What follows belongs to an exercise in optimizing a design on an open flow for small area and a short achievable clock period; a production flow would make more cautious choices.
The RTL was checked by simulation tests, not by an equivalence proof against the original design.
No activity file was given, so power comes from the tool's default toggle rates.

==> flow/design.v <==
module RankerCore (
    input  wire        clk,
    input  wire        rst,
    input  wire        valid,
    input  wire        pos_hi_zero,
    input  wire [9:0]  pos_lo,
    input  wire [31:0] base_score,
    input  wire        base_valid,
    output wire [31:0] result,
    output reg  [15:0] rank,
    output reg         seen
);
    wire [9:0] bias_lut;
    bias_table lut (.p(pos_lo), .bias_lut(bias_lut));
    wire [9:0] bias = {10{pos_hi_zero}} & bias_lut;
    wire [10:0] lo_sum = {1'b0, {10{base_valid}} & base_score[9:0]} + {1'b0, bias};
    wire [21:0] hi_sum = base_score[31:10] + {21'd0, lo_sum[10]};
    reg  [31:0] res_q;
    reg         hi_valid;
    always @(posedge clk) begin
        if (valid) begin
            res_q    <= {hi_sum, lo_sum[9:0]};
            hi_valid <= base_valid;
        end
    end
    assign result = {{22{hi_valid}} & res_q[31:10], res_q[9:0]};
    always @(posedge clk or posedge rst) begin
        if (rst) begin
            rank <= 16'd0;
            seen <= 1'b0;
        end else begin
            rank <= rank + {15'd0, valid & seen};
            seen <= seen | valid;
        end
    end
endmodule
module bias_table(p, bias_lut);
  input [9:0] p;
  wire [9:0] p;
  output [9:0] bias_lut;
  wire [9:0] bias_lut;
  wire _000_;
  wire _001_;
  wire _002_;
  wire _003_;
  wire _004_;
  wire _005_;
  wire _006_;
  wire _007_;
  wire _008_;
  wire _009_;
  wire _010_;
  wire _011_;
  wire _012_;
  wire _013_;
  wire _014_;
  wire _015_;
  wire _016_;
  wire _017_;
  wire _018_;
  wire _019_;
  wire _020_;
  wire _021_;
  wire _022_;
  wire _023_;
  wire _024_;
  wire _025_;
  wire _026_;
  wire _027_;
  wire _028_;
  wire _029_;
  wire _030_;
  wire _031_;
  wire _032_;
  wire _033_;
  wire _034_;
  wire _035_;
  wire _036_;
  wire _037_;
  wire _038_;
  wire _039_;
  wire _040_;
  wire _041_;
  wire _042_;
  wire _043_;
  wire _044_;
  wire _045_;
  wire _046_;
  wire _047_;
  wire _048_;
  wire _049_;
  wire _050_;
  wire _051_;
  wire _052_;
  wire _053_;
  wire _054_;
  wire _055_;
  wire _056_;
  wire _057_;
  wire _058_;
  wire _059_;
  wire _060_;
  wire _061_;
  wire _062_;
  wire _063_;
  wire _064_;
  wire _065_;
  wire _066_;
  wire _067_;
  wire _068_;
  wire _069_;
  wire _070_;
  wire _071_;
  wire _072_;
  wire _073_;
  wire _074_;
  wire _075_;
  wire _076_;
  wire _077_;
  wire _078_;
  wire _079_;
  wire _080_;
  wire _081_;
  wire _082_;
  wire _083_;
  wire _084_;
  wire _085_;
  wire _086_;
  wire _087_;
  wire _088_;
  wire _089_;
  wire _090_;
  wire _091_;
  wire _092_;
  wire _093_;
  wire _094_;
  wire _095_;
  wire _096_;
  wire _097_;
  wire _098_;
  wire _099_;
  wire _100_;
  wire _101_;
  wire _102_;
  wire _103_;
  wire _104_;
  wire _105_;
  wire _106_;
  wire _107_;
  wire _108_;
  wire _109_;
  wire _110_;
  wire _111_;
  wire _112_;
  wire _113_;
  wire _114_;
  wire _115_;
  wire _116_;
  wire _117_;
  wire _118_;
  wire _119_;
  wire _120_;
  wire _121_;
  wire _122_;
  wire _123_;
  wire _124_;
  wire _125_;
  wire _126_;
  wire _127_;
  wire _128_;
  wire _129_;
  wire _130_;
  wire _131_;
  wire _132_;
  wire _133_;
  wire _134_;
  wire _135_;
  wire _136_;
  wire _137_;
  wire _138_;
  wire _139_;
  wire _140_;
  wire _141_;
  wire _142_;
  wire _143_;
  wire _144_;
  wire _145_;
  wire _146_;
  wire _147_;
  wire _148_;
  wire _149_;
  wire _150_;
  wire _151_;
  wire _152_;
  wire _153_;
  wire _154_;
  wire _155_;
  wire _156_;
  wire _157_;
  wire _158_;
  wire _159_;
  wire _160_;
  wire _161_;
  wire _162_;
  wire _163_;
  wire _164_;
  wire _165_;
  wire _166_;
  wire _167_;
  wire _168_;
  wire _169_;
  wire _170_;
  wire _171_;
  wire _172_;
  wire _173_;
  wire _174_;
  wire _175_;
  wire _176_;
  wire _177_;
  wire _178_;
  wire _179_;
  wire _180_;
  wire _181_;
  wire _182_;
  wire _183_;
  wire _184_;
  wire _185_;
  wire _186_;
  wire _187_;
  wire _188_;
  wire _189_;
  wire _190_;
  wire _191_;
  wire _192_;
  wire _193_;
  wire _194_;
  wire _195_;
  wire _196_;
  wire _197_;
  wire _198_;
  wire _199_;
  wire _200_;
  wire _201_;
  wire _202_;
  wire _203_;
  wire _204_;
  wire _205_;
  wire _206_;
  wire _207_;
  wire _208_;
  wire _209_;
  wire _210_;
  wire _211_;
  wire _212_;
  wire _213_;
  wire _214_;
  wire _215_;
  wire _216_;
  wire _217_;
  wire _218_;
  wire _219_;
  wire _220_;
  wire _221_;
  wire _222_;
  wire _223_;
  wire _224_;
  wire _225_;
  wire _226_;
  wire _227_;
  wire _228_;
  wire _229_;
  wire _230_;
  wire _231_;
  wire _232_;
  wire _233_;
  wire _234_;
  wire _235_;
  wire _236_;
  wire _237_;
  wire _238_;
  wire _239_;
  wire _240_;
  wire _241_;
  wire _242_;
  wire _243_;
  wire _244_;
  wire _245_;
  wire _246_;
  wire _247_;
  wire _248_;
  wire _249_;
  wire _250_;
  wire _251_;
  wire _252_;
  wire _253_;
  wire _254_;
  wire _255_;
  wire _256_;
  wire _257_;
  wire _258_;
  wire _259_;
  wire _260_;
  wire _261_;
  wire _262_;
  wire _263_;
  wire _264_;
  wire _265_;
  wire _266_;
  wire _267_;
  wire _268_;
  wire _269_;
  wire _270_;
  wire _271_;
  wire _272_;
  wire _273_;
  wire _274_;
  wire _275_;
  wire _276_;
  wire _277_;
  wire _278_;
  wire _279_;
  wire _280_;
  wire _281_;
  wire _282_;
  wire _283_;
  wire _284_;
  wire _285_;
  wire _286_;
  wire _287_;
  wire _288_;
  wire _289_;
  wire _290_;
  wire _291_;
  wire _292_;
  wire _293_;
  wire _294_;
  wire _295_;
  wire _296_;
  wire _297_;
  wire _298_;
  wire _299_;
  wire _300_;
  wire _301_;
  wire _302_;
  wire _303_;
  wire _304_;
  wire _305_;
  wire _306_;
  wire _307_;
  wire _308_;
  wire _309_;
  wire _310_;
  wire _311_;
  wire _312_;
  wire _313_;
  wire _314_;
  wire _315_;
  assign _109_ = 4'h1 >> p[9:8];
  assign _120_ = 4'h1 >> p[7:6];
  assign _130_ = 4'h8 >> { _120_, _109_ };
  assign _141_ = 4'h4 >> { _109_, p[7] };
  assign _152_ = 4'h4 >> { _141_, p[6] };
  assign _163_ = 4'h1 >> p[5:4];
  assign _174_ = 4'h4 >> { _163_, p[3] };
  assign _185_ = 4'h1 >> { p[5], p[3] };
  assign _196_ = 4'h4 >> { _185_, p[4] };
  assign _207_ = 4'h8 >> { _217_, _216_ };
  assign _215_ = 4'h2 >> { _185_, p[6] };
  assign _226_ = 4'h8 >> { p[0], p[1] };
  assign _235_ = 4'h1 >> { _226_, p[2] };
  assign _245_ = 4'h4 >> { _235_, _215_ };
  assign bias_lut[8] = 4'h8 >> { _245_, _207_ };
  assign _252_ = 4'h4 >> { p[5], p[3] };
  assign _253_ = 4'h8 >> p[2:1];
  assign _254_ = 4'h1 >> { _253_, p[4] };
  assign _255_ = 4'h8 >> { _254_, _252_ };
  assign _256_ = 4'h2 >> { _255_, p[7] };
  assign _257_ = 4'h8 >> p[5:4];
  assign _258_ = 4'h1 >> p[2:1];
  assign _259_ = 4'h2 >> { _258_, p[3] };
  assign _260_ = 4'h8 >> { p[3], p[1] };
  assign _261_ = 4'h8 >> p[3:2];
  assign _262_ = 4'h1 >> { _261_, _260_ };
  assign _263_ = 4'h2 >> { _218_, _257_ };
  assign _264_ = 4'h1 >> { _254_, p[5] };
  assign _265_ = 4'h1 >> { _264_, p[6] };
  assign _266_ = 4'h1 >> { _265_, _217_ };
  assign _267_ = 4'h4 >> { _266_, _263_ };
  assign _268_ = 4'h1 >> { _263_, _217_ };
  assign _269_ = 4'h4 >> { _268_, _265_ };
  assign _270_ = 4'h2 >> { _219_, _256_ };
  assign _271_ = 4'h2 >> p[7:6];
  assign _272_ = 4'h1 >> { p[0], p[1] };
  assign _273_ = 4'h2 >> { _272_, _261_ };
  assign _274_ = 4'h2 >> { _273_, _257_ };
  assign _275_ = 4'h4 >> p[4:3];
  assign _276_ = 4'h8 >> { _275_, _235_ };
  assign _277_ = 4'h1 >> { _276_, _274_ };
  assign _278_ = 4'h8 >> { _277_, _271_ };
  assign _279_ = 4'h2 >> { _276_, _271_ };
  assign _280_ = 4'h4 >> { _279_, _274_ };
  assign _281_ = 4'h2 >> { p[4], p[1] };
  assign _282_ = 4'h1 >> p[3:2];
  assign _283_ = 4'h1 >> { _282_, _281_ };
  assign _284_ = 4'h8 >> { _261_, _226_ };
  assign _285_ = 4'h1 >> { p[5], p[2] };
  assign _286_ = 4'h2 >> p[3:2];
  assign _287_ = 4'h1 >> { _286_, _260_ };
  assign _288_ = 4'h4 >> { _287_, _285_ };
  assign _289_ = 4'h1 >> { _285_, _260_ };
  assign _290_ = 4'h4 >> { _289_, _286_ };
  assign _291_ = 4'h1 >> { _221_, _284_ };
  assign _292_ = 4'h1 >> { _291_, _283_ };
  assign _293_ = 4'h4 >> p[3:2];
  assign _294_ = 4'h8 >> { _293_, _281_ };
  assign _295_ = 4'h1 >> { _294_, p[5] };
  assign _296_ = 4'h4 >> { _295_, _258_ };
  assign _297_ = 4'h4 >> { _296_, _275_ };
  assign _298_ = 4'h1 >> { _275_, _258_ };
  assign _299_ = 4'h8 >> { _298_, _295_ };
  assign _300_ = 4'h1 >> { _222_, _292_ };
  assign _301_ = 4'h8 >> { _300_, _220_ };
  assign _302_ = 4'h2 >> { _292_, _220_ };
  assign _303_ = 4'h4 >> { _302_, _222_ };
  assign _304_ = 4'h2 >> { _222_, _220_ };
  assign _305_ = 4'h4 >> { _304_, _292_ };
  assign _306_ = 4'h1 >> { _223_, _270_ };
  assign _307_ = 4'h1 >> { _306_, p[8] };
  assign _308_ = 4'h1 >> { p[4], p[0] };
  assign _309_ = 4'h4 >> { _308_, p[5] };
  assign _310_ = 4'h4 >> { _163_, p[0] };
  assign _311_ = 4'h1 >> { _224_, _257_ };
  assign _312_ = 4'h4 >> { p[3], p[1] };
  assign _313_ = 4'h2 >> { p[3], p[1] };
  assign _314_ = 4'h1 >> { _313_, _312_ };
  assign _315_ = 4'h1 >> { _314_, p[6] };
  assign _000_ = 4'h1 >> { p[3], p[1] };
  assign _001_ = 4'h1 >> { _260_, p[6] };
  assign _002_ = 4'h4 >> { _001_, _000_ };
  assign _003_ = 4'h4 >> { _225_, _311_ };
  assign _004_ = 4'h1 >> { _003_, p[2] };
  assign _005_ = 4'h8 >> { _308_, _252_ };
  assign _006_ = 4'h2 >> { _005_, p[2] };
  assign _007_ = 4'h1 >> { _006_, _004_ };
  assign _008_ = 4'h1 >> { _221_, _276_ };
  assign _009_ = 4'h2 >> { _257_, p[0] };
  assign _010_ = 4'h4 >> { _009_, _008_ };
  assign _011_ = 4'h8 >> { _286_, _226_ };
  assign _012_ = 4'h2 >> { p[5], p[2] };
  assign _013_ = 4'h8 >> { _012_, _275_ };
  assign _014_ = 4'h1 >> { _013_, p[8] };
  assign _015_ = 4'h4 >> { _014_, _011_ };
  assign _016_ = 4'h1 >> { _011_, p[8] };
  assign _017_ = 4'h4 >> { _016_, _013_ };
  assign _018_ = 4'h8 >> { _284_, p[4] };
  assign _019_ = 4'h2 >> { _018_, _227_ };
  assign _020_ = 4'h8 >> { _263_, _253_ };
  assign _021_ = 4'h1 >> { _308_, _285_ };
  assign _022_ = 4'h2 >> { _021_, _260_ };
  assign _023_ = 4'h4 >> { _022_, _224_ };
  assign _024_ = 4'h2 >> { _224_, _260_ };
  assign _025_ = 4'h4 >> { _024_, _021_ };
  assign _026_ = 4'h1 >> { _228_, _020_ };
  assign _027_ = 4'h8 >> { _026_, _019_ };
  assign _028_ = 4'h1 >> { _020_, p[8] };
  assign _029_ = 4'h1 >> { _013_, _011_ };
  assign _030_ = 4'h4 >> { _029_, _018_ };
  assign _031_ = 4'h4 >> { _030_, _228_ };
  assign _032_ = 4'h8 >> { _031_, _028_ };
  assign _033_ = 4'h4 >> { _229_, _010_ };
  assign _034_ = 4'h4 >> { _033_, _007_ };
  assign _035_ = 4'h4 >> { _229_, _007_ };
  assign _036_ = 4'h4 >> { _035_, _010_ };
  assign _037_ = 4'h1 >> { p[6], p[2] };
  assign _038_ = 4'h4 >> { _037_, _260_ };
  assign _039_ = 4'h4 >> { _038_, _000_ };
  assign _040_ = 4'h4 >> { _039_, _311_ };
  assign _041_ = 4'h1 >> { _040_, _228_ };
  assign _042_ = 4'h4 >> { _041_, _020_ };
  assign _043_ = 4'h8 >> { _005_, p[2] };
  assign _044_ = 4'h1 >> { _043_, _018_ };
  assign _045_ = 4'h8 >> { _044_, _227_ };
  assign _046_ = 4'h4 >> { _045_, _010_ };
  assign _047_ = 4'h8 >> { _046_, _042_ };
  assign _048_ = 4'h1 >> { _273_, p[4] };
  assign _049_ = 4'h1 >> { p[7], p[5] };
  assign _050_ = 4'h8 >> { _049_, _048_ };
  assign _051_ = 4'h1 >> { _050_, _120_ };
  assign _052_ = 4'h4 >> { _048_, p[5] };
  assign _053_ = 4'h2 >> { _273_, _163_ };
  assign _054_ = 4'h2 >> { _231_, p[6] };
  assign _055_ = 4'h1 >> { _054_, p[7] };
  assign _056_ = 4'h4 >> { _232_, _230_ };
  assign _057_ = 4'h8 >> { p[7], p[5] };
  assign _058_ = 4'h8 >> { _057_, p[6] };
  assign _059_ = 4'h8 >> p[6:5];
  assign _060_ = 4'h8 >> { _059_, p[7] };
  assign _061_ = 4'h8 >> { _233_, p[8] };
  assign _062_ = 4'h2 >> { _282_, p[4] };
  assign _063_ = 4'h8 >> { _062_, _061_ };
  assign _064_ = 4'h1 >> { _063_, p[9] };
  assign _065_ = 4'h4 >> { _064_, _056_ };
  assign _066_ = 4'h4 >> { _065_, _307_ };
  assign bias_lut[7] = 4'h8 >> { _066_, _207_ };
  assign _067_ = 4'h1 >> { _272_, _226_ };
  assign _068_ = 4'h8 >> { _067_, _286_ };
  assign _069_ = 4'h2 >> { _284_, _163_ };
  assign _070_ = 4'h8 >> { _069_, _216_ };
  assign _071_ = 4'h2 >> { _284_, _216_ };
  assign _072_ = 4'h8 >> { _071_, _163_ };
  assign _073_ = 4'h4 >> { _234_, _068_ };
  assign _074_ = 4'h1 >> { _284_, p[6] };
  assign _075_ = 4'h8 >> { _163_, _141_ };
  assign _076_ = 4'h4 >> { _075_, _068_ };
  assign _077_ = 4'h8 >> { _076_, _074_ };
  assign _078_ = 4'h8 >> { _261_, _254_ };
  assign _079_ = 4'h2 >> { _078_, _216_ };
  assign _080_ = 4'h2 >> { _018_, _295_ };
  assign _081_ = 4'h4 >> { _308_, _258_ };
  assign _082_ = 4'h2 >> { _081_, _080_ };
  assign _083_ = 4'h8 >> { _082_, _079_ };
  assign _084_ = 4'h2 >> { _081_, _216_ };
  assign _085_ = 4'h4 >> { _084_, _078_ };
  assign _086_ = 4'h8 >> { _085_, _080_ };
  assign _087_ = 4'h1 >> { _308_, _283_ };
  assign _088_ = 4'h2 >> { _087_, _080_ };
  assign _089_ = 4'h1 >> { _020_, p[6] };
  assign _090_ = 4'h4 >> { _089_, _088_ };
  assign _091_ = 4'h8 >> { _090_, _141_ };
  assign _092_ = 4'h2 >> { _020_, _216_ };
  assign _093_ = 4'h4 >> { _092_, _088_ };
  assign _094_ = 4'h4 >> { _224_, _253_ };
  assign _095_ = 4'h4 >> { _258_, p[0] };
  assign _096_ = 4'h4 >> { _272_, p[2] };
  assign _097_ = 4'h4 >> { _236_, _257_ };
  assign _098_ = 4'h1 >> { _097_, _094_ };
  assign _099_ = 4'h1 >> { _275_, _226_ };
  assign _100_ = 4'h2 >> { _099_, _012_ };
  assign _101_ = 4'h8 >> { _012_, _226_ };
  assign _102_ = 4'h1 >> { _101_, _013_ };
  assign _103_ = 4'h4 >> { _185_, p[1] };
  assign _104_ = 4'h4 >> { _000_, p[5] };
  assign _105_ = 4'h1 >> p[4:3];
  assign _106_ = 4'h4 >> { _105_, _238_ };
  assign _107_ = 4'h2 >> { _106_, _237_ };
  assign _108_ = 4'h8 >> { _107_, _098_ };
  assign _110_ = 4'h8 >> { _237_, _098_ };
  assign _111_ = 4'h4 >> { _110_, _106_ };
  assign _112_ = 4'h4 >> { _237_, _094_ };
  assign _113_ = 4'h1 >> { _106_, _097_ };
  assign _114_ = 4'h8 >> { _113_, _112_ };
  assign _115_ = 4'h8 >> { _257_, p[6] };
  assign _116_ = 4'h8 >> { _115_, _273_ };
  assign _117_ = 4'h8 >> { _273_, _257_ };
  assign _118_ = 4'h8 >> { _117_, p[6] };
  assign _119_ = 4'h1 >> { _240_, _089_ };
  assign _121_ = 4'h2 >> { _119_, _239_ };
  assign _122_ = 4'h4 >> { _020_, p[6] };
  assign _123_ = 4'h2 >> { _117_, p[6] };
  assign _124_ = 4'h2 >> { _123_, _239_ };
  assign _125_ = 4'h4 >> { _124_, _122_ };
  assign bias_lut[3] = 4'h2 >> { _241_, _141_ };
  assign _126_ = 4'h1 >> { _119_, _252_ };
  assign _127_ = 4'h1 >> { _020_, p[7] };
  assign _128_ = 4'h1 >> { _245_, _163_ };
  assign _129_ = 4'h8 >> { _128_, _127_ };
  assign _131_ = 4'h4 >> { _129_, _126_ };
  assign _132_ = 4'h1 >> { _123_, _252_ };
  assign _133_ = 4'h2 >> { _132_, _128_ };
  assign _134_ = 4'h8 >> { _133_, _127_ };
  assign _135_ = 4'h4 >> { _233_, _218_ };
  assign _136_ = 4'h2 >> p[2:1];
  assign _137_ = 4'h2 >> { _312_, p[5] };
  assign _138_ = 4'h4 >> { _137_, _136_ };
  assign _139_ = 4'h1 >> { _000_, _253_ };
  assign _140_ = 4'h2 >> { _139_, p[5] };
  assign _142_ = 4'h2 >> { _243_, _120_ };
  assign _143_ = 4'h4 >> { _142_, _284_ };
  assign _144_ = 4'h2 >> { _284_, _120_ };
  assign _145_ = 4'h4 >> { _074_, p[7] };
  assign _146_ = 4'h4 >> { _244_, _243_ };
  assign _147_ = 4'h1 >> { _246_, _135_ };
  assign _148_ = 4'h1 >> { _282_, p[4] };
  assign _149_ = 4'h2 >> { _148_, _226_ };
  assign _150_ = 4'h2 >> { _285_, p[4] };
  assign _151_ = 4'h4 >> { _150_, _238_ };
  assign _153_ = 4'h8 >> { _105_, _272_ };
  assign _154_ = 4'h8 >> { _000_, _308_ };
  assign _155_ = 4'h8 >> { _260_, _163_ };
  assign _156_ = 4'h1 >> { _155_, _247_ };
  assign _157_ = 4'h4 >> { _236_, _163_ };
  assign _158_ = 4'h2 >> { _157_, _156_ };
  assign _159_ = 4'h4 >> { _158_, _151_ };
  assign _160_ = 4'h4 >> { _159_, _149_ };
  assign _161_ = 4'h4 >> { _156_, _151_ };
  assign _162_ = 4'h1 >> { _157_, _149_ };
  assign _164_ = 4'h8 >> { _162_, _161_ };
  assign _165_ = 4'h1 >> { _248_, _147_ };
  assign _166_ = 4'h2 >> { _165_, _109_ };
  assign _167_ = 4'h4 >> { _166_, _242_ };
  assign _168_ = 4'h2 >> { _242_, _109_ };
  assign _169_ = 4'h4 >> { _168_, _165_ };
  assign _170_ = 4'h1 >> { _252_, _163_ };
  assign _171_ = 4'h2 >> { _170_, _258_ };
  assign _172_ = 4'h4 >> { _067_, _253_ };
  assign _173_ = 4'h4 >> { _264_, _258_ };
  assign _175_ = 4'h8 >> { _173_, _172_ };
  assign _176_ = 4'h1 >> { _258_, _253_ };
  assign _177_ = 4'h8 >> { _176_, _067_ };
  assign _178_ = 4'h8 >> { _177_, _264_ };
  assign _179_ = 4'h1 >> { _249_, _171_ };
  assign _180_ = 4'h1 >> { _179_, _308_ };
  assign _181_ = 4'h8 >> { p[5], p[3] };
  assign _182_ = 4'h4 >> { _181_, _048_ };
  assign _183_ = 4'h1 >> { _182_, _011_ };
  assign _184_ = 4'h4 >> { p[4], p[0] };
  assign _186_ = 4'h1 >> { _184_, _157_ };
  assign _187_ = 4'h1 >> { _293_, _260_ };
  assign _188_ = 4'h1 >> { _187_, _186_ };
  assign _189_ = 4'h4 >> { _094_, _293_ };
  assign _190_ = 4'h8 >> { _005_, p[1] };
  assign _191_ = 4'h1 >> { _190_, _189_ };
  assign _192_ = 4'h4 >> { _191_, _188_ };
  assign _193_ = 4'h8 >> { _192_, _183_ };
  assign _194_ = 4'h1 >> { _190_, _011_ };
  assign _195_ = 4'h4 >> { _194_, _189_ };
  assign _197_ = 4'h4 >> { _195_, _182_ };
  assign _198_ = 4'h4 >> { _197_, _188_ };
  assign _199_ = 4'h4 >> { _250_, _180_ };
  assign _200_ = 4'h2 >> { _199_, _127_ };
  assign _201_ = 4'h8 >> { _256_, p[5] };
  assign _202_ = 4'h1 >> { _201_, p[6] };
  assign _203_ = 4'h4 >> { _202_, _200_ };
  assign _204_ = 4'h2 >> { _087_, _185_ };
  assign _205_ = 4'h2 >> { _204_, _148_ };
  assign _206_ = 4'h1 >> { _135_, _220_ };
  assign _208_ = 4'h1 >> { _206_, _205_ };
  assign _209_ = 4'h1 >> { _208_, p[8] };
  assign _210_ = 4'h4 >> { _209_, _203_ };
  assign bias_lut[1] = 4'h2 >> { _210_, _064_ };
  assign _211_ = 4'h2 >> { _105_, _061_ };
  assign _212_ = 4'h8 >> { _211_, p[9] };
  assign _213_ = 4'h2 >> { _105_, p[9] };
  assign _214_ = 4'h8 >> { _213_, _061_ };
  assign bias_lut[0] = 4'h1 >> { _251_, _066_ };
  assign bias_lut[9] = 4'h8 >> { _272_, bias_lut[8] };
  assign _216_ = 4'he >> { _130_, _152_ };
  assign _217_ = 4'he >> { _174_, _196_ };
  assign _218_ = 4'hb >> { _259_, _262_ };
  assign _219_ = 4'he >> { _267_, _269_ };
  assign _220_ = 4'he >> { _278_, _280_ };
  assign _221_ = 4'he >> { _288_, _290_ };
  assign _222_ = 4'he >> { _297_, _299_ };
  assign _223_ = 8'hfe >> { _301_, _303_, _305_ };
  assign _224_ = 4'he >> { _309_, _310_ };
  assign _225_ = 4'he >> { _315_, _002_ };
  assign _227_ = 4'he >> { _015_, _017_ };
  assign _228_ = 4'he >> { _023_, _025_ };
  assign _229_ = 4'he >> { _027_, _032_ };
  assign _230_ = 8'hfe >> { _034_, _036_, _047_ };
  assign _231_ = 4'he >> { _052_, _053_ };
  assign _232_ = 4'hb >> { _051_, _055_ };
  assign _233_ = 4'he >> { _058_, _060_ };
  assign _234_ = 4'he >> { _070_, _072_ };
  assign bias_lut[6] = 4'he >> { _073_, _077_ };
  assign bias_lut[5] = 4'he >> { _083_, _086_ };
  assign bias_lut[4] = 4'he >> { _091_, _093_ };
  assign _236_ = 4'he >> { _095_, _096_ };
  assign _237_ = 4'hb >> { _100_, _102_ };
  assign _238_ = 4'he >> { _103_, _104_ };
  assign _239_ = 8'hfe >> { _108_, _111_, _114_ };
  assign _240_ = 4'he >> { _116_, _118_ };
  assign _241_ = 4'he >> { _121_, _125_ };
  assign _242_ = 4'he >> { _131_, _134_ };
  assign _243_ = 4'he >> { _138_, _140_ };
  assign _244_ = 4'he >> { _144_, _145_ };
  assign _246_ = 4'he >> { _143_, _146_ };
  assign _247_ = 4'he >> { _153_, _154_ };
  assign _248_ = 4'he >> { _160_, _164_ };
  assign bias_lut[2] = 4'he >> { _167_, _169_ };
  assign _249_ = 4'he >> { _175_, _178_ };
  assign _250_ = 4'he >> { _193_, _198_ };
  assign _251_ = 4'he >> { _212_, _214_ };
endmodule
module top_level (
    input wire clk,
    input wire rst_n,
    input  wire [15:0] axi_awaddr,
    input  wire        axi_awvalid,
    output wire        axi_awready,
    input  wire [2:0]  axi_awprot,
    input  wire [31:0] axi_wdata,
    input  wire [3:0]  axi_wstrb,
    input  wire        axi_wvalid,
    output wire        axi_wready,
    output wire [1:0]  axi_bresp,
    output wire        axi_bvalid,
    input  wire        axi_bready,
    input  wire [15:0] axi_araddr,
    input  wire        axi_arvalid,
    output wire        axi_arready,
    input  wire [2:0]  axi_arprot,
    output wire [31:0] axi_rdata,
    output wire [1:0]  axi_rresp,
    output wire        axi_rvalid,
    input  wire        axi_rready,
    output wire [31:0] mem_addr,
    output wire [15:0] mem_wdata,
    input  wire [15:0] mem_rdata,
    output wire        mem_we,
    output wire        mem_oe,
    output wire        mem_ce,
    input  wire        mem_ready,
    output wire [7:0]  led_status,
    output wire        led_error,
    output wire        irq_out
);
    wire reset = !rst_n;
    reg wr_dat, wr_rsp;
    wire wr_idle = !wr_dat & !wr_rsp;
    always @(posedge clk or posedge reset) begin
        if (reset) begin
            wr_dat <= 1'b0;
            wr_rsp <= 1'b0;
        end else begin
            wr_dat <= wr_idle & axi_awvalid & axi_wvalid;
            wr_rsp <= wr_dat | (wr_rsp & !axi_bready);
        end
    end
    reg rd_dat, rd_rsp;
    wire rd_idle = !rd_dat & !rd_rsp;
    always @(posedge clk or posedge reset) begin
        if (reset) begin
            rd_dat <= 1'b0;
            rd_rsp <= 1'b0;
        end else begin
            rd_dat <= rd_idle & axi_arvalid;
            rd_rsp <= rd_dat | (rd_rsp & !axi_rready);
        end
    end
    assign axi_awready = wr_dat;
    assign axi_wready  = wr_dat;
    assign axi_bvalid  = wr_rsp;
    assign axi_bresp   = 2'b00;
    assign axi_arready = rd_dat;
    assign axi_rvalid  = rd_rsp;
    assign axi_rresp   = 2'b00;
    reg       wa_hit, ra_hit;
    reg [3:0] wa_idx, ra_idx;
    always @(posedge clk) begin
        wa_hit <= (axi_awaddr[15:6] == 10'd0) & (axi_awaddr[1:0] == 2'b00);
        wa_idx <= axi_awaddr[5:2];
        ra_hit <= (axi_araddr[15:6] == 10'd0) & (axi_araddr[1:0] == 2'b00);
        ra_idx <= axi_araddr[5:2];
    end
    wire [15:0] wsel = {16{wr_dat & wa_hit}} & (16'd1 << wa_idx);
    wire [15:0] rsel = {16{ra_hit}} & (16'd1 << ra_idx);
    reg [31:0] score_q, ctrl_q, cfg_q, keyl_q, keyh_q, root_q, hashl_q, hashh_q, segl_q, segh_q, posl_q, posh_q;
    reg        score_v, ctrl_v, cfg_v, keyl_v, keyh_v, root_v, hashl_v, hashh_v, segl_v, segh_v, posl_v, posh_v;
    always @(posedge clk) begin
        if (wsel[0])  ctrl_q  <= axi_wdata;
        if (wsel[2])  cfg_q   <= axi_wdata;
        if (wsel[4])  keyl_q  <= axi_wdata;
        if (wsel[5])  keyh_q  <= axi_wdata;
        if (wsel[6])  root_q  <= axi_wdata;
        if (wsel[8])  hashl_q <= axi_wdata;
        if (wsel[9])  hashh_q <= axi_wdata;
        if (wsel[10]) segl_q  <= axi_wdata;
        if (wsel[11]) segh_q  <= axi_wdata;
        if (wsel[12]) posl_q  <= axi_wdata;
        if (wsel[13]) posh_q  <= axi_wdata;
        if (wsel[14]) score_q <= axi_wdata;
    end
    always @(posedge clk or posedge reset) begin
        if (reset) begin
            ctrl_v <= 1'b0; cfg_v <= 1'b0; keyl_v <= 1'b0; keyh_v <= 1'b0;
            root_v <= 1'b0; hashl_v <= 1'b0; hashh_v <= 1'b0; segl_v <= 1'b0;
            segh_v <= 1'b0; posl_v <= 1'b0; posh_v <= 1'b0;
            score_v <= 1'b0;
        end else begin
            if (wsel[0])  ctrl_v  <= 1'b1;
            if (wsel[2])  cfg_v   <= 1'b1;
            if (wsel[4])  keyl_v  <= 1'b1;
            if (wsel[5])  keyh_v  <= 1'b1;
            if (wsel[6])  root_v  <= 1'b1;
            if (wsel[8])  hashl_v <= 1'b1;
            if (wsel[9])  hashh_v <= 1'b1;
            if (wsel[10]) segl_v  <= 1'b1;
            if (wsel[11]) segh_v  <= 1'b1;
            if (wsel[12]) posl_v  <= 1'b1;
            if (wsel[13]) posh_v  <= 1'b1;
            if (wsel[14]) score_v <= 1'b1;
        end
    end
    wire ranker_valid = ctrl_v & ctrl_q[1];
    wire [31:0] rnk_res;
    wire [15:0] rnk_rank;
    wire        rnk_seen;
    wire        pos_hi_zero = (!posh_v | (posh_q == 32'd0)) & (!posl_v | (posl_q[31:10] == 22'd0));
    wire [9:0]  pos_lo = {10{posl_v}} & posl_q[9:0];
    RankerCore ranker (
        .clk(clk),
        .rst(reset),
        .valid(ranker_valid),
        .pos_hi_zero(pos_hi_zero),
        .pos_lo(pos_lo),
        .base_score(score_q),
        .base_valid(score_v),
        .result(rnk_res),
        .rank(rnk_rank),
        .seen(rnk_seen)
    );
    wire [31:0] rmux =
          ({32{rsel[0]  & ctrl_v}}  & ctrl_q)
        | ({32{rsel[1]}}            & {rnk_rank, 14'd0, rnk_seen, 1'b0})
        | ({32{rsel[2]  & cfg_v}}   & cfg_q)
        | ({32{rsel[4]  & keyl_v}}  & keyl_q)
        | ({32{rsel[5]  & keyh_v}}  & keyh_q)
        | ({32{rsel[6]  & root_v}}  & root_q)
        | ({32{rsel[8]  & hashl_v}} & hashl_q)
        | ({32{rsel[9]  & hashh_v}} & hashh_q)
        | ({32{rsel[10] & segl_v}}  & segl_q)
        | ({32{rsel[11] & segh_v}}  & segh_q)
        | ({32{rsel[12] & posl_v}}  & posl_q)
        | ({32{rsel[13] & posh_v}}  & posh_q)
        | ({32{rsel[14] & score_v}} & score_q)
        | ({32{rsel[15] & rnk_seen}} & rnk_res)
        | ({32{!ra_hit}}            & 32'hDEADBEEF);
    reg [31:0] rd_data_q;
    always @(posedge clk or posedge reset) begin
        if (reset)
            rd_data_q <= 32'd0;
        else
            rd_data_q <= ({32{rd_dat}} & rmux) | ({32{!rd_dat}} & rd_data_q);
    end
    assign axi_rdata = rd_data_q;
    assign mem_addr   = 32'd0;
    assign mem_wdata  = 16'd0;
    assign mem_we     = 1'b0;
    assign mem_oe     = 1'b0;
    assign mem_ce     = 1'b0;
    assign led_status = {1'b0, ranker_valid, 1'b0, mem_ready, 4'b0000};
    assign led_error  = 1'b0;
    assign irq_out    = ranker_valid;
endmodule
==> flow/flow/run.sh <==
#!/bin/bash
# Own layout flow: the standard ORFS flow (standard.sh), with buf_1 as
# the port buffer cell and CTS without dummy loads.
set -euo pipefail
cd "$(dirname "$0")/.."
{
  echo 'export BUFFER_PORTS_ARGS = -buffer_cell sky130_fd_sc_hd__buf_1'
  echo 'export CTS_ARGS = -sink_clustering_enable -repair_clock_nets -dont_use_dummy_load -buf_list sky130_fd_sc_hd__clkbuf_16 -sink_clustering_size 30 -sink_clustering_max_diameter 100'
} >> config.mk
bash standard.sh > standard_flow.log 2>&1
==> flow/standard.sh <==
#!/bin/bash
# synth_recipe.tcl (not shown) runs the flow's synth.tcl, then flattens the netlist and writes it again
# the make line also repeats each setting of config.mk as NAME=value (left out here)
make -C /OpenROAD-flow-scripts/flow DESIGN_CONFIG=/design/flow/config.mk WORK_HOME=/design/flow/orfs CLKGATE_MAP_FILE= SYNTH_SCRIPT=/design/flow/synth_recipe.tcl "${@:-finish}"
==> flow/config.mk <==
export PLATFORM = sky130hd
export DESIGN_NAME = top_level
export DESIGN_NICKNAME = top_level
export VERILOG_FILES = /design/flow/design.v
export SDC_FILE = /design/flow/constraint.sdc
export NUM_CORES = 4
export LEC_CHECK = 0
export CAP_MARGIN = 0
export CORE_MARGIN = 2
export CORE_UTILIZATION = 45
export GPL_ROUTABILITY_DRIVEN = 1
export PLACE_DENSITY = 0.6
export SLEW_MARGIN = 0
export BUFFER_PORTS_ARGS = -buffer_cell sky130_fd_sc_hd__buf_1
export CTS_ARGS = -sink_clustering_enable -repair_clock_nets -dont_use_dummy_load -buf_list sky130_fd_sc_hd__clkbuf_16 -sink_clustering_size 30 -sink_clustering_max_diameter 100
==> flow/constraint.sdc <==
create_clock -name core_clock -period 300.0 [get_ports {clk}]
set_input_delay 60.0000 -clock core_clock [delete_from_list [all_inputs] [get_ports {clk}]]
set_output_delay 60.0000 -clock core_clock [all_outputs]
set_load 0.01 [all_outputs]
==> results of run 1 <==
-- logic make-up (layout without fill, tap and decap cells) --
kind of cell,count (synthesis),count (layout),share of synthesized area [%]
muxes,3,3,0.148
xor gates and xnor gates,41,41,1.77
other,1,62,0.0184
DFF,492,492,70.6
buffers and inverters,165,181,4.65
and+or+nand+nor,329,329,8.81
AOI/OAI and AO/OA,332,332,12.6
adders and majority gates,23,23,1.45
-- final cells by class --
cell class              instances  area, um2  area share, %
clock buffers                  20        500           2.31
inverters                      19       72.6          0.334
multi-input cells             790       5380           24.8
flip-flops and latches        492      14400           66.1
well taps                     592        741           3.41
repair buffers                142        661           3.04
-- power by group --
part	total (mW)	internal, mW	leakage (nW)	switching, mW
combinational	0.00337	0.000871	2.25	0.00250
clock	0.0314	0.0121	0.246	0.0193
sequential	0.0752	0.0745	4.60	0.000623
-- path summary, 6_finish.rpt --
| path | startpoint | endpoint | cells past startpoint |
|---|---|---|---|
| setup reg to reg | posl_v | ranker.res_q[26] | 22 |
| min in group asynchronous | rst_n | asynchronous set/reset pin | 1 |
| hold reg to reg | rd_rsp | rd_dat | 1 |
| setup / recovery | mem_ready | led_status[4] | 0 |
| max in group asynchronous | rst_n | wr_dat | 2 |
| hold / removal | rd_rsp | rd_dat | 1 |
-- placed cells by master (no fill, tap or decap), types with 8 or more instances in the layout --
master and count:
nand3_1 55, dfrtp_1 64, or2_2 15, and2_1 13, conb_1 62, and3_1 17
nor4_1 19, a221oi_1 28, buf_1 108, o21ai_0 16, a21oi_1 19, a222oi_1 10
buf_4 33, nor2_1 38, nand2_1 64, inv_1 17, clkbuf_16 20, a31oi_1 9
o22a_1 17, a22o_1 8, xnor2_1 27, o32a_1 10, nand4_1 31, nor3_1 14
edfxtp_1 417, xor2_1 14, ha_1 22, a22oi_1 162, dfxtp_1 10
-- per-layer routing --
layer,GRT usage [%],up-vias
met1,34.9,6583
met3,2.41,78
met5,0,-
li1,-,5493
met2,39.2,608
met4,5.94,4
-- sequential cells by signal, indices dropped and copies added (netlist names), 16 cells and up, named ones only --
| signal | count |
|---|---|
| keyh_q | 32 |
| root_q | 32 |
| score_q | 32 |
| ranker.rank | 16 |
| posh_q | 32 |
| hashl_q | 32 |
| ctrl_q | 32 |
| segh_q | 32 |
| keyl_q | 32 |
| cfg_q | 32 |
| hashh_q | 32 |
| ranker.res_q | 32 |
| posl_q | 32 |
| segl_q | 32 |
-- through the flow --
stage	utilization (%)	area [um2]	std cells	hold slack [ns]	setup slack, ns
finish	48.9	21700	2055	0.457	180.00
global route	48.9	21700	2055	0.468	180.00
CTS	48.9	21700	2055	0.461	180.00
detailed placement	47.7	21200	2035	0.444	180.00
global placement	47.7	21200	2035	0.438	180.00
floorplan	-	20600	1447	0.430	179.88
==> flow_metrics.tcl, run 1 <==
set metrics [dict create \
    synth_area_per_cell_um2 14.7 \
    die_x_um 217 \
    synth_edf_count 417 \
    end_kind "output pin" \
    route.met3.wl_um 4150 \
    cap_violations 0 \
    p_leak_nw 7.09 \
    finalHoldViolCount 0 \
    num-fill-cells 3816 \
    hold_buffers 0 \
    p_per_area_mw_per_mm2 5.06 \
    fin_crit_ns 120.00 \
    cts_resized 0 \
    cts_setup_buffers 0 \
    slew_violations 0 \
    core_area_mm2 0.0444 \
    io_pins 200 \
    post-dp-hpwl_um 33200 \
    met2_length_um 27200 \
    grt_util_all_layers_pct 24.0 \
    firstDrtPassIters 6 \
    port_buffers 109 \
    rrSetupSlack_ns 293.67 \
    drc 0 \
    status "no timing/DRC/antenna violations" \
    vdd_drop_max_v 0.00000469 \
    post-route-period-util_pct 40.0 \
    arrival_ns 60.00 \
    maxSlewHeadroom_pct 27.1 \
    wl_met1_um 24500 \
    synth_seq_area_share_pct 70.6 \
    cts_root_buf "clkbuf_16" \
    p_total_uw 110 \
    fmax_ghz 0.00833 \
    ant_nets 0 \
    worstPathMaxFanout 1 \
    ys.flop_type "edfxtp_1" \
    wire_per_inst_um 27.8 \
    yosysTopAreaCellShare_pct 61.6 \
    synth_area_mm2 0.0203 \
    cts_buffers 20 \
    drt-initial-drc-count 1673 \
    grt.overflow.total 0 \
    ys_ff_latch 492 \
    gp_congestion 0.853 \
    cts_buffer_depth 3 \
    highest_layer "met5" \
    setup_viol 0 \
    synthArstFlopShare_pct 13.2 \
    drive_gt1_share_pct 6.84 \
    diodes 0 \
    start_kind "input port" \
    hold_class "reg -> reg" \
    fin_nets 1586 \
    cts-htree-levels 1 \
    fp.dieArea_mm2 0.0469 \
    antenna_found_initial 2 \
    die_height_um 217 \
    synthTopCellsByCount "edfxtp_1, a22oi_1, buf_4" \
    ys_types 78 \
    clk_pin_slew_ns 0.11 \
    vias 12766 \
    yosysTopAreaCell "edfxtp_1" \
    cts_tree "yes" \
    synth.area.top_cells "edfxtp_1, dfrtp_1, a22oi_1" \
    cp.required_ns 240.00 \
    worst_clock_skew_ns 0.0593 \
    via_per_inst 6.21 \
    start_util_pct 45.8 \
    setup-tns-final_ns 0 \
    totalWireLength_um 57000 \
    grt_pass1_wl_um 83300 \
    syn_to_final_growth_pct 6.76 \
    synthMostInstantiatedCell "edfxtp_1" \
    rsz0062_at_grt "no" \
    clk_latency_ns 0.56 \
    cts_num_sinks 492 \
    worst_pin_slew_ns 1.09 \
    core.rowCount 77 \
    crit_type "in -> out" \
    postSynthCellCount 1386 \
    first_global_vias 12463 \
    grt_max_degree 58 \
    ys_warn_count 2 \
]
==> run 2, diff against run 1 <==
--- a/flow/config.mk
+++ b/flow/config.mk
@@ -11,2 +11,3 @@
 export GPL_ROUTABILITY_DRIVEN = 1
+export GPL_TIMING_DRIVEN = 0
 export PLACE_DENSITY = 0.6
==> run 2 against run 1 <==
Still clean. Global-route usage is 3.9 points higher. Clock skew shrank 0.013 ns. Synthesized cell count unchanged. Power grew 0.93%. Critical path depth rose by 2. Final area increased by 5.2%. Fmax is 0.18% lower. Critical endpoint unchanged.
==> flow_metrics.tcl, run 2 <==
set metrics [dict create \
    crit_slowest_cell "buf_1" \
    p_per_area_mw_per_mm2 4.86 \
    start_kind "input port" \
    met3_usage_pct 2.96 \
    vdd_drop_max_v 0.00000404 \
    post-route-period-util_pct 40.1 \
    start_util_pct 45.8 \
    p_comb_share_pct 3.9 \
    power_switching_uw 22.8 \
    cp.required_ns 240.00 \
    post-dp-hpwl_um 45600 \
    grt_util_all_layers_pct 27.9 \
    slew_violations 0 \
    core_area_mm2 0.0444 \
    clk_pin_slew_ns 0.10 \
    drive_gt1_share_pct 12.4 \
    cts_buffers 20 \
    cp_cell_sequence "buf_4, buf_1" \
    synthMuxAreaShare_pct 0.148 \
    yosysTopAreaCell "edfxtp_1" \
    grt.overflow.total 0 \
    seqPwrFrac_pct 67.7 \
    synthSimpleGateAreaFrac_pct 8.81 \
    fp.dieArea_mm2 0.0469 \
    synth_xor_area_share_pct 1.77 \
    yosysTopAreaCellShare_pct 61.6 \
    grt_max_degree 31 \
    whs_endpoint "wr_dat" \
    synth.area.top_cells "edfxtp_1, dfrtp_1, a22oi_1" \
    swShare_pct 20.5 \
    reg2reg_from "posl_v" \
    wire_per_inst_um 30.0 \
    die_x_um 217 \
    hold_buffers 0 \
    ant_nets 0 \
    worstReg2RegEnd "ranker.res_q[29]" \
    first_global_vias 13099 \
    cts_buffer_depth 3 \
    synth-compound-area-share_pct 12.6 \
    drt-initial-drc-count 1859 \
    cp_num_cells 2 \
    core.rowCount 77 \
    cp.buffers_inverters 2 \
    crit_type "in -> out" \
    cts-htree-levels 1 \
    final_cell_mix "edfxtp_1, a22oi_1, buf_1" \
    synth_fa_ha_area_share_pct 1.45 \
    p_total_uw 111 \
    end_kind "output pin" \
    cap_violations 0 \
    worst_clock_skew_ns 0.0463 \
    ys_ff_latch 492 \
    hold_class "reg -> reg" \
    rrSetupSlack_ns 293.02 \
    holdPathStages 1 \
    rsz0062_at_grt "no" \
    fin_crit_ns 120.22 \
    met1_usage_pct 38.7 \
    synth_area_per_cell_um2 14.7 \
    use_met2_pct 46.0 \
    firstDrtPassIters 6 \
    synthArstFlopShare_pct 13.2 \
    drc 0 \
    io_pins 200 \
    port_buffers 110 \
    fmax_ghz 0.00832 \
    busiest_layer "met2" \
    r2r_cells 26 \
    synth_top_family_by_area "compound AO/OA/AOI/OAI gates" \
    p_int_uw 88.1 \
    layout.cells.most_common "edfxtp_1" \
    worst_path_largest_cell_delay_ns 0.12 \
    setup_viol 0 \
    antenna_found_initial 2 \
    ys.flop_type "edfxtp_1" \
    maxSlewHeadroom_pct 3.91 \
    p_leak_nw 7.76 \
    synth_edf_count 417 \
    hold_path.startpoint "wr_rsp" \
    fin_nets 1738 \
    arrival_ns 60.22 \
    synthTopCellsByCount "edfxtp_1, a22oi_1, buf_4" \
    die_height_um 217 \
    cts_setup_buffers 0 \
    cts_resized 0 \
    ys_types 78 \
    gp_congestion 0.906 \
    synthMostInstantiatedCell "edfxtp_1" \
    clk_latency_ns 0.56 \
    p_clk_share_pct 28.4 \
    synth_seq_area_share_pct 70.6 \
    worst_pin_slew_ns 1.43 \
    cts_root_buf "clkbuf_16" \
    ys_warn_count 2 \
    status "no timing/DRC/antenna violations" \
    cts_num_sinks 492 \
    worstPathMaxFanout 1 \
    postSynthCellCount 1386 \
    vias 13656 \
    synth_area_mm2 0.0203 \
    grt_pass1_wl_um 93900 \
    syn_to_final_growth_pct 12.3 \
    via_per_inst 6.18 \
    finalHoldViolCount 0 \
    totalWireLength_um 66200 \
    crit_start "mem_ready" \
    cp_top_family "buffers and inverters" \
    cts_tree "yes" \
    setup-tns-final_ns 0 \
]
## run 2: layout make-up
class	instances	area (um2)
buffer	146	873
multi-input combinational	790	5350
timing repair buffer	148	955
clock buffer	20	500
antenna	1	2.50
tap	592	741
fill	3791	21600
sequential	492	14300
inverter	19	72.6
## run 2: worst max path at each step
stage	slack [ns]	end
6_report	179.78	led_status[4]
5_1_grt	179.77	led_status[4]
4_1_cts	179.78	led_status[4]
3_5_place_dp	179.78	led_status[4]
3_3_place_gp	179.78	led_status[4]
2_1_floorplan	179.88	led_status[4]
## run 2: through the flow
step	setup slack [ns]	cells	utilization, %	instance area [um2]	hold WS (ns)
detailed placement	179.78	2187	50.3	22300	0.446
CTS	179.78	2207	51.4	22800	0.460
global route	179.77	2208	51.4	22800	0.486
floorplan	179.88	1447	-	20600	0.430
finish	179.78	2208	51.4	22800	0.457
global placement	179.78	2149	48.9	21700	0.438
## run 2: layer usage
layer	wire, um	up-vias
met1	26600	7004
met4	2460	2
li1	-	5812
met2	31800	718
met5	13	-
met3	5300	120
## run 2: power by group through the flow
stage | sequential (mW) | clock, mW | combinational (mW)
floorplan | 0.0766 | 0 | 0.00184
global placement | 0.0766 | 0 | 0.00416
detailed placement | 0.0766 | 0 | 0.00437
CTS | 0.0751 | 0.0319 | 0.00438
global route | 0.0752 | 0.0340 | 0.00482
finish | 0.0751 | 0.0315 | 0.00436
## run 2: cell families (layout without fill, tap and decap cells)
group                    after synthesis  after routing
AO/OA/AOI/OAI                        332            332
XOR/XNOR                              41             41
adder cells (fa/ha/maj)               23             23
buffers and inverters                165            333
flip-flops                           492            492
multiplexers                           3              3
other                                  1             63
AND/OR/NAND/NOR                      329            329
==> run 3, diff against run 2 <==
--- a/flow/config.mk
+++ b/flow/config.mk
@@ -9,6 +9,6 @@
 export CORE_MARGIN = 2
-export CORE_UTILIZATION = 45
+export CORE_UTILIZATION = 65
 export GPL_ROUTABILITY_DRIVEN = 1
 export GPL_TIMING_DRIVEN = 0
-export PLACE_DENSITY = 0.6
+export PLACE_DENSITY = 0.75
 export SLEW_MARGIN = 0
==> run 3 against run 2 <==
Synthesized cell count unchanged. Largest cell class unchanged. Global-route usage rose by 9.5 points. Final cell count fell by 9.1%. Critical path depth is the same. Clock skew grew 0.027 ns. Via count grew 3.2%. Sequential cell count unchanged. Power fell by 0.13%. Critical path type unchanged.
==> flow_metrics.tcl, run 3 <==
set metrics [dict create \
    post-route-period-util_pct 40.1 \
    p_clk_share_pct 28.3 \
    p_int_uw 88.1 \
    io_pins 200 \
    synth.area.top_cells "edfxtp_1, dfrtp_1, a22oi_1" \
    place_inst 1986 \
    ys.flop_type "edfxtp_1" \
    p_leak_nw 7.71 \
    worst_pin_slew_ns 1.38 \
    worstPathMaxFanout 1 \
    crit_type "in -> out" \
    syn_to_final_growth_pct 10.6 \
    cts_tree "yes" \
    arrival_ns 60.22 \
    totalWireLength_um 61500 \
    p_per_area_mw_per_mm2 4.93 \
    seqCellArea_mm2 0.0143 \
    setup-tns-final_ns 0 \
    fin_crit_ns 120.22 \
    ys_ff_latch 492 \
    synthMostInstantiatedCell "edfxtp_1" \
    antenna_found_initial 0 \
    cts_setup_buffers 0 \
    worst_clock_skew_ns 0.0731 \
    cts_buffer_depth 3 \
    cts_num_sinks 492 \
    cap_violations 0 \
    ys_warn_count 2 \
    crit_slowest_cell "buf_1" \
    fmax_ghz 0.00832 \
    first_global_vias 13109 \
    fin_nets 1733 \
    port_buffers 110 \
    start_kind "input port" \
    firstDrtPassIters 6 \
    via_per_inst 7.02 \
    cp_cell_sequence "buf_4, buf_1" \
    die_x_um 181 \
    cp.buffers_inverters 2 \
    end_kind "output pin" \
    clk_latency_ns 0.58 \
    layout.cells.most_common "edfxtp_1" \
    core_area_mm2 0.0307 \
    wire_per_inst_um 30.7 \
    grt_pass1_wl_um 88300 \
    seqPwrFrac_pct 67.8 \
    grt_util_all_layers_pct 37.4 \
    core.rowCount 64 \
    hold_class "reg -> reg" \
    synthArstFlopShare_pct 13.2 \
    power_switching_uw 22.7 \
    die_height_um 181 \
    p_total_uw 111 \
    finalHoldViolCount 0 \
    synth_area_per_cell_um2 14.7 \
    status "no timing/DRC/antenna violations" \
    final_cell_mix "edfxtp_1, a22oi_1, buf_1" \
    synth_edf_count 417 \
    whs_ns 0.466 \
    setup_viol 0 \
    yosysTopAreaCell "edfxtp_1" \
    drt-initial-drc-count 2403 \
    vdd_drop_max_v 0.00000753 \
    vias 14092 \
    multiInputGateArea_mm2 0.00535 \
    swShare_pct 20.5 \
    drive_gt1_share_pct 12.2 \
    ant_nets 0 \
    yosysTopAreaCellShare_pct 61.6 \
    grt_max_degree 31 \
    cp.required_ns 240.00 \
    final_util_pct 73.3 \
    fin_cells 2006 \
    clk_pin_slew_ns 0.08 \
    cts_resized 0 \
    cp_top_family "buffers and inverters" \
    ys_types 78 \
    cts_root_buf "clkbuf_16" \
    worst_path_largest_cell_delay_ns 0.11 \
    hold_buffers 0 \
    postSynthCellCount 1386 \
    post-dp-hpwl_um 42400 \
    drc 0 \
    cts_buffers 20 \
    start_util_pct 66.3 \
    synth_seq_area_share_pct 70.6 \
    fp.dieArea_mm2 0.0327 \
    num-fill-cells 1961 \
    synthTopCellsByCount "edfxtp_1, a22oi_1, buf_4" \
    slew_violations 0 \
    grt.overflow.total 0 \
    p_comb_share_pct 3.9 \
    synth_area_mm2 0.0203 \
    maxSlewHeadroom_pct 6.95 \
    cts-htree-levels 1 \
    rsz0062_at_grt "no" \
    gp_congestion 0.920 \
    diodes 0 \
]
-- run 3: cell type report --
cell class	instances	share of cell area (%)
plain buffers	146	3.89
clock buffers	20	2.23
inverters	19	0.323
multi-input cells	790	23.8
flip-flops and latches	492	63.8
well taps	396	2.20
repair buffers	143	3.74
-- run 3: final timing paths --
path,slack (ns),endpoint,startpoint,depth (start not counted)
setup / recovery,179.78,led_status[4],mem_ready,2
hold / removal,0.47,segl_v,segl_v,1
setup reg to reg,292.93,ranker.res_q[26],posl_v,26
hold reg to reg,0.47,segl_v,segl_v,1
max in group asynchronous,239.72,asynchronous set/reset pin,rst_n,3
min in group asynchronous,59.46,asynchronous set/reset pin,rst_n,1
-- run 3: power groups by stage --
| stage | clock network, mW | logic, mW | registers [mW] |
|---|---|---|---|
| 3_5_place_dp | 0 | 0.00423 | 0.0766 |
| 5_1_grt | 0.0332 | 0.00465 | 0.0751 |
| 2_1_floorplan | 0 | 0.00184 | 0.0766 |
| 3_3_place_gp | 0 | 0.00404 | 0.0766 |
| 6_report | 0.0314 | 0.00431 | 0.0751 |
| 4_1_cts | 0.0311 | 0.00424 | 0.0751 |
-- run 3: per-stage QoR --
step / cell area [um2] / worst slack (ns)
after floorplan: 20600 / 179.88
after global placement: 21500 / 179.78
after detailed placement: 22000 / 179.78
after CTS: 22500 / 179.78
after global routing: 22500 / 179.78
final: 22500 / 179.78
-- run 3: cell families after synthesis --
logic type / Yosys count / synth area share (%)
DFF: 492 / 70.6
muxes: 3 / 0.148
xor gates and xnor gates: 41 / 1.77
other: 1 / 0.0184
buffers and inverters: 165 / 4.65
adders and majority gates: 23 / 1.45
and+or+nand+nor: 329 / 8.81
AOI/OAI and AO/OA: 332 / 12.6
-- run 3: routing by layer --
metal,vias to the layer above,wire length [um],track usage (%),share of wire [%]
met5,-,0,0,0
met4,0,2050,11.5,3.3
met3,142,9750,9.96,16
met2,1270,27500,56.2,45
met1,6883,22200,54.3,36
li1,5797,-,-,-
==> run 4, diff against run 3 <==
--- a/flow/config.mk
+++ b/flow/config.mk
@@ -7,9 +7,8 @@
 export LEC_CHECK = 0
-export CAP_MARGIN = 0
+export CAP_MARGIN = 10
 export CORE_MARGIN = 2
-export CORE_UTILIZATION = 65
+export CORE_UTILIZATION = 45
 export GPL_ROUTABILITY_DRIVEN = 1
-export GPL_TIMING_DRIVEN = 0
-export PLACE_DENSITY = 0.75
-export SLEW_MARGIN = 0
+export PLACE_DENSITY = 0.6
+export SLEW_MARGIN = 10
 export BUFFER_PORTS_ARGS = -buffer_cell sky130_fd_sc_hd__buf_1
==> run 4 against run 3 <==
Area after synthesis unchanged. Worst setup slack improved by 0.22 ns. Sequential cell count unchanged. Critical endpoint unchanged. Largest power group unchanged. Highest routed layer is now met5.
==> flow_metrics.tcl, run 4 <==
set metrics [dict create \
    maxSlewHeadroom_pct 27.1 \
    synth.area.top_cells "edfxtp_1, dfrtp_1, a22oi_1" \
    cts_buffer_depth 3 \
    vias 12766 \
    ys_types 78 \
    yosysTopAreaCellShare_pct 61.6 \
    ys_warn_count 2 \
    status "no timing/DRC/antenna violations" \
    cts_setup_buffers 0 \
    post-route-period-util_pct 40.0 \
    grt_util_all_layers_pct 24.0 \
    firstDrtPassIters 6 \
    vdd_drop_max_v 0.00000469 \
    met3_usage_pct 2.41 \
    post-dp-hpwl_um 33200 \
    postSynthCellCount 1386 \
    grt_max_degree 58 \
    start_kind "input port" \
    final_area_mm2 0.0217 \
    cp.required_ns 240.00 \
    synthTopCellsByCount "edfxtp_1, a22oi_1, buf_4" \
    clk_pin_slew_ns 0.11 \
    seqCellArea_mm2 0.0144 \
    num-fill-cells 3816 \
    ant_nets 0 \
    r2r_cells 22 \
    fin_crit_ns 120.00 \
    cts_root_buf "clkbuf_16" \
    core.rowCount 77 \
    yosysTopAreaCell "edfxtp_1" \
    first_global_vias 12463 \
    rrSetupSlack_ns 293.67 \
    worst_pin_slew_ns 1.09 \
    synth_seq_area_share_pct 70.6 \
    clk_latency_ns 0.56 \
    p_leak_nw 7.09 \
    via_per_inst 6.21 \
    grt.overflow.total 0 \
    synth_area_per_cell_um2 14.7 \
    syn_to_final_growth_pct 6.76 \
    fin_nets 1586 \
    dpl-instance-area_mm2 0.0212 \
    synthArstFlopShare_pct 13.2 \
    cts-htree-levels 1 \
    end_kind "output pin" \
    synthMostInstantiatedCell "edfxtp_1" \
    wire_per_inst_um 27.8 \
    fp.dieArea_mm2 0.0469 \
    slew_violations 0 \
    totalWireLength_um 57000 \
    finalHoldViolCount 0 \
    ys_ff_latch 492 \
    p_per_area_mw_per_mm2 5.06 \
    hold_buffers 0 \
    use_met2_pct 39.2 \
    drt-initial-drc-count 1673 \
    met1_usage_pct 34.9 \
    io_pins 200 \
    drive_gt1_share_pct 6.84 \
    start_util_pct 45.8 \
    diodes 0 \
    crit_type "in -> out" \
    cp_num_cells 0 \
    multiInputGateArea_mm2 0.00538 \
    fmax_ghz 0.00833 \
    cts_resized 0 \
    grt_pass1_wl_um 83300 \
    setup-tns-final_ns 0 \
    gp_congestion 0.853 \
    arrival_ns 60.00 \
    synth_area_mm2 0.0203 \
    rsz0062_at_grt "no" \
    ys.flop_type "edfxtp_1" \
    busiest_layer "met2" \
    synth_edf_count 417 \
    drc 0 \
    setup_viol 0 \
    core_area_mm2 0.0444 \
    cts_tree "yes" \
    cts_buffers 20 \
    antenna_found_initial 2 \
    worst_clock_skew_ns 0.0593 \
    final_cell_mix "edfxtp_1, a22oi_1, buf_1" \
    cap_violations 0 \
    port_buffers 109 \
    die_x_um 217 \
    worstPathMaxFanout 1 \
    die_height_um 217 \
    holdPathStages 1 \
    hold_class "reg -> reg" \
    cts_num_sinks 492 \
    layout.cells.most_common "edfxtp_1" \
]
-- run 4: area by class of cell --
type	instances	share of cell area (%)
clock buffer	20	2.31
sequential	492	66.1
multi-input combinational	790	24.8
timing repair buffer	142	3.04
inverter	19	0.334
tap	592	3.41
-- run 4: kinds of logic after synthesis --
family	Yosys count	synth area share, %
DFF	492	70.6
AOI/OAI and AO/OA	332	12.6
xor gates and xnor gates	41	1.77
buffers and inverters	165	4.65
other	1	0.0184
and+or+nand+nor	329	8.81
adders and majority gates	23	1.45
muxes	3	0.148
-- run 4: power breakdown --
| group | leakage [nW] | switching [mW] | total, mW | internal [mW] |
|---|---|---|---|---|
| Combinational | 2.25 | 0.00250 | 0.00337 | 0.000871 |
| Sequential | 4.60 | 0.000623 | 0.0752 | 0.0745 |
| Clock | 0.246 | 0.0193 | 0.0314 | 0.0121 |
| Total | 7.09 | 0.0224 | 0.110 | 0.0875 |
-- run 4: worst paths after layout --
kind / end / startpoint
worst min register to register: rd_dat / rd_rsp
worst min-delay path: rd_dat / rd_rsp
worst max-delay path: led_status[4] / mem_ready
max in group asynchronous: wr_dat / rst_n
worst max register to register: ranker.res_q[26] / posl_v
min in group asynchronous: asynchronous set/reset pin / rst_n
-- run 4: per-layer routing --
layer / part of all wire (%) / wire length [um]
met1: 43 / 24500
met5: 0.047 / 27
met2: 48 / 27200
met3: 7.3 / 4150
met4: 2.1 / 1210
-- run 4: per-stage QoR --
stage	hold slack [ns]	instances	setup slack (ns)	util [%]	power [mW]
floorplan	0.430	1447	179.88	-	0.0785
global placement	0.438	2035	180.00	47.7	0.0800
detailed placement	0.444	2035	180.00	47.7	0.0801
CTS	0.461	2055	180.00	48.9	0.110
global route	0.468	2055	180.00	48.9	0.113
finish	0.457	2055	180.00	48.9	0.110
==> run 5, diff against run 4 <==
==> flow/flow/run.sh (replaced) <==
#!/bin/bash
# Own layout flow: the standard ORFS flow (standard.sh) with a few
# ORFS variables added to config.mk.
set -euo pipefail
cd "$(dirname "$0")/.."
{
  echo 'export BUFFER_PORTS_ARGS = -buffer_cell sky130_fd_sc_hd__buf_1'
  echo 'export CTS_ARGS = -sink_clustering_enable -repair_clock_nets -dont_use_dummy_load -buf_list sky130_fd_sc_hd__clkbuf_16 -sink_clustering_size 30 -sink_clustering_max_diameter 100'
  echo 'export SKIP_REPAIR_TIE_FANOUT = 1'
} >> config.mk
bash standard.sh > standard_flow.log 2>&1
--- a/flow/config.mk
+++ b/flow/config.mk
@@ -9,5 +9,5 @@
 export CORE_MARGIN = 2
-export CORE_UTILIZATION = 45
+export CORE_UTILIZATION = 60
 export GPL_ROUTABILITY_DRIVEN = 1
-export PLACE_DENSITY = 0.6
+export PLACE_DENSITY = 0.7
 export SLEW_MARGIN = 10
@@ -15 +15,2 @@
 export CTS_ARGS = -sink_clustering_enable -repair_clock_nets -dont_use_dummy_load -buf_list sky130_fd_sc_hd__clkbuf_16 -sink_clustering_size 30 -sink_clustering_max_diameter 100
+export SKIP_REPAIR_TIE_FANOUT = 1
==> run 5 against run 4 <==
Sequential cell count did not move. Non-clock buffer count fell by 2. Synthesized cell count did not move. Worst setup slack did not move. Final cell count fell by 10%. Core utilization rose by 15 points. Clock power barely moved. Sequential power barely moved. Highest routed layer is now met4. Hold slack improved by 0.0057 ns.
==> flow_metrics.tcl, run 5 <==
set metrics [dict create \
    whs_endpoint "rd_dat" \
    worst_clock_skew_ns 0.0567 \
    setup-tns-final_ns 0 \
    final_cell_mix "edfxtp_1, a22oi_1, buf_1" \
    cts_buffer_depth 3 \
    final_area_mm2 0.0213 \
    finalHoldViolCount 0 \
    multiInputGateArea_mm2 0.00515 \
    fin_cells 1849 \
    reg2reg_from "posl_v" \
    totalWireLength_um 54700 \
    fin_nets 1523 \
    holdPathStages 1 \
    grt_util_all_layers_pct 31.0 \
    port_buffers 109 \
    worst_pin_slew_ns 1.19 \
    hold_buffers 0 \
    p_leak_nw 6.88 \
    io_pins 200 \
    post-dp-hpwl_um 30800 \
    synthTopCellsByCount "edfxtp_1, a22oi_1, buf_4" \
    grt_pass1_wl_um 80700 \
    maxSlewHeadroom_pct 20.6 \
    crit_type "in -> out" \
    p_per_area_mw_per_mm2 5.15 \
    fmax_ghz 0.00833 \
    r2r_cells 22 \
    cts_num_sinks 492 \
    layout.cells.most_common "edfxtp_1" \
    synthMostInstantiatedCell "edfxtp_1" \
    fin_crit_ns 120.00 \
    synth.area.top_cells "edfxtp_1, dfrtp_1, a22oi_1" \
    synth_area_per_cell_um2 14.7 \
    core_area_mm2 0.0334 \
    fp.dieArea_mm2 0.0354 \
    setup_viol 0 \
    hold_class "reg -> reg" \
    via_per_inst 6.91 \
    status "no timing/DRC/antenna violations" \
    pre_cts_ws_ns 180.00 \
    post-route-period-util_pct 40.0 \
    core.rowCount 67 \
    start_kind "input port" \
    dpl-instance-area_mm2 0.0208 \
    place_inst 1828 \
    firstDrtPassIters 6 \
    rsz0062_at_grt "no" \
    gp_congestion 0.929 \
    ys_types 78 \
    cp.required_ns 240.00 \
    hold_path.startpoint "rd_rsp" \
    cts_setup_buffers 0 \
    fin_ws_ns 180.00 \
    end_kind "output pin" \
    cts_resized 0 \
    drt-initial-drc-count 1879 \
    rrSetupSlack_ns 293.49 \
    worstPathMaxFanout 1 \
    arrival_ns 60.00 \
    postSynthCellCount 1386 \
    die_height_um 188 \
    worstReg2RegEnd "ranker.res_q[29]" \
    antenna_found_initial 1 \
    drc 0 \
    ant_nets 0 \
    drive_gt1_share_pct 6.79 \
    vias 12784 \
    clk_latency_ns 0.55 \
    ys_ff_latch 492 \
    cts-htree-levels 1 \
    die_x_um 188 \
    cts_buffers 20 \
    grt.overflow.total 0 \
    first_global_vias 12317 \
    synth_seq_area_share_pct 70.6 \
    yosysTopAreaCell "edfxtp_1" \
    ys_warn_count 2 \
    cap_violations 0 \
    start_util_pct 60.8 \
    cts_tree "yes" \
    wire_per_inst_um 29.6 \
    synth_edf_count 417 \
    grt_max_degree 65 \
    ys.flop_type "edfxtp_1" \
    num-fill-cells 2465 \
    clk_pin_slew_ns 0.11 \
    yosysTopAreaCellShare_pct 61.6 \
    vdd_drop_max_v 0.00000588 \
    cts_root_buf "clkbuf_16" \
    synth_area_mm2 0.0203 \
    syn_to_final_growth_pct 4.66 \
    synthArstFlopShare_pct 13.2 \
    seqCellArea_mm2 0.0144 \
    slew_violations 0 \
]
## run 5: per-layer routing
layer  global-route usage (%)  vias to the layer above  part of all wire (%)
met2                     48.8                      757                    46
met3                     4.02                       90                    11
met1                     46.5                     6498                    41
met5                        0                        -                     0
li1                         -                     5439                     -
met4                     8.09                        0                   2.4
## run 5: through the flow
stage	hold WS (ns)	power, mW	util (%)
2_1_floorplan	0.430	0.0785	-
3_3_place_gp	0.436	0.0798	62.1
4_1_cts	0.463	0.110	63.6
5_1_grt	0.484	0.112	63.6
3_5_place_dp	0.449	0.0799	62.1
6_report	0.463	0.110	63.6
## run 5: final cells by class
class                   count  share of cell area [%]
diodes                      1                  0.0118
repair buffers            140                    3.03
inverters                  19                   0.341
well taps                 448                    2.63
flip-flops and latches    492                    67.4
clock buffers              20                    2.35
multi-input cells         729                    24.2
## run 5: how the worst max path moves through the flow
stage                     cells after the start            end  slack (ns)  startpoint
after floorplan                               1  led_status[4]      179.88   mem_ready
after global placement                        0  led_status[4]      180.00   mem_ready
after detailed placement                      0  led_status[4]      180.00   mem_ready
after CTS                                     0  led_status[4]      180.00   mem_ready
after global routing                          0  led_status[4]      180.00   mem_ready
final                                         0  led_status[4]      180.00   mem_ready
## run 5: cell families after synthesis
group	after synthesis	share of synthesized area, %
flip-flops	492	70.6
AO/OA/AOI/OAI	332	12.6
AND/OR/NAND/NOR	329	8.81
buffers and inverters	165	4.65
XOR/XNOR	41	1.77
adder cells (fa/ha/maj)	23	1.45
multiplexers	3	0.148
other	1	0.0184
## run 5: worst register-to-register path: cells and delay by family, from the launching register on
family	cells	cell delay, ns
AO/OA/AOI/OAI	10	2.38
adder cells (fa/ha/maj)	4	1.17
flip-flops	1	0.32
AND/OR/NAND/NOR	5	1.58
buffers and inverters	2	0.70
XOR/XNOR	1	0.17
## run 5: power breakdown
part           switching (mW)  total, mW  internal, mW
logic                 0.00238    0.00325      0.000867
clock network          0.0192     0.0313        0.0121
registers            0.000620     0.0752        0.0745
total                  0.0222      0.110        0.0875

==> what the ideal ports hide <==
The results above use ideal ports. As a check the final layouts listed here were re-extracted and re-timed, cells and wires unchanged. Step 1 (the two cells are an assumption about what drives the block):
set clk [get_ports {clk}]
set_driving_cell -lib_cell sky130_fd_sc_hd__clkbuf_16 $clk
set_driving_cell -lib_cell sky130_fd_sc_hd__buf_2 [delete_from_list [all_inputs] $clk]
Step 2 adds t to the input delays and takes it off the output delays; t is the mean of the earliest and latest rising clock arrival at the registers after step 1. Input paths then give back, and output paths get back, about the clock's delay inside the block. Three values: ideal ports, drivers, drivers and shift; two values: the first two.
| run | t (ns) | slack for setup (ns) | worst register clock-pin slew, ns |
|---|---|---|---|
| run 1 | 0.584 | 180.000 / 179.959 / 179.959 | 0.11 / 0.11 |
| run 2 | 0.592 | 179.779 / 179.754 / 179.754 | 0.12 / 0.12 |
| run 3 | 0.589 | 179.784 / 179.763 / 179.763 | 0.12 / 0.12 |
| run 4 | 0.584 | 180.000 / 179.959 / 179.959 | 0.11 / 0.11 |
| run 5 | 0.578 | 180.000 / 179.959 / 179.959 | 0.12 / 0.12 |
After both steps setup and hold are still met in every run listed.
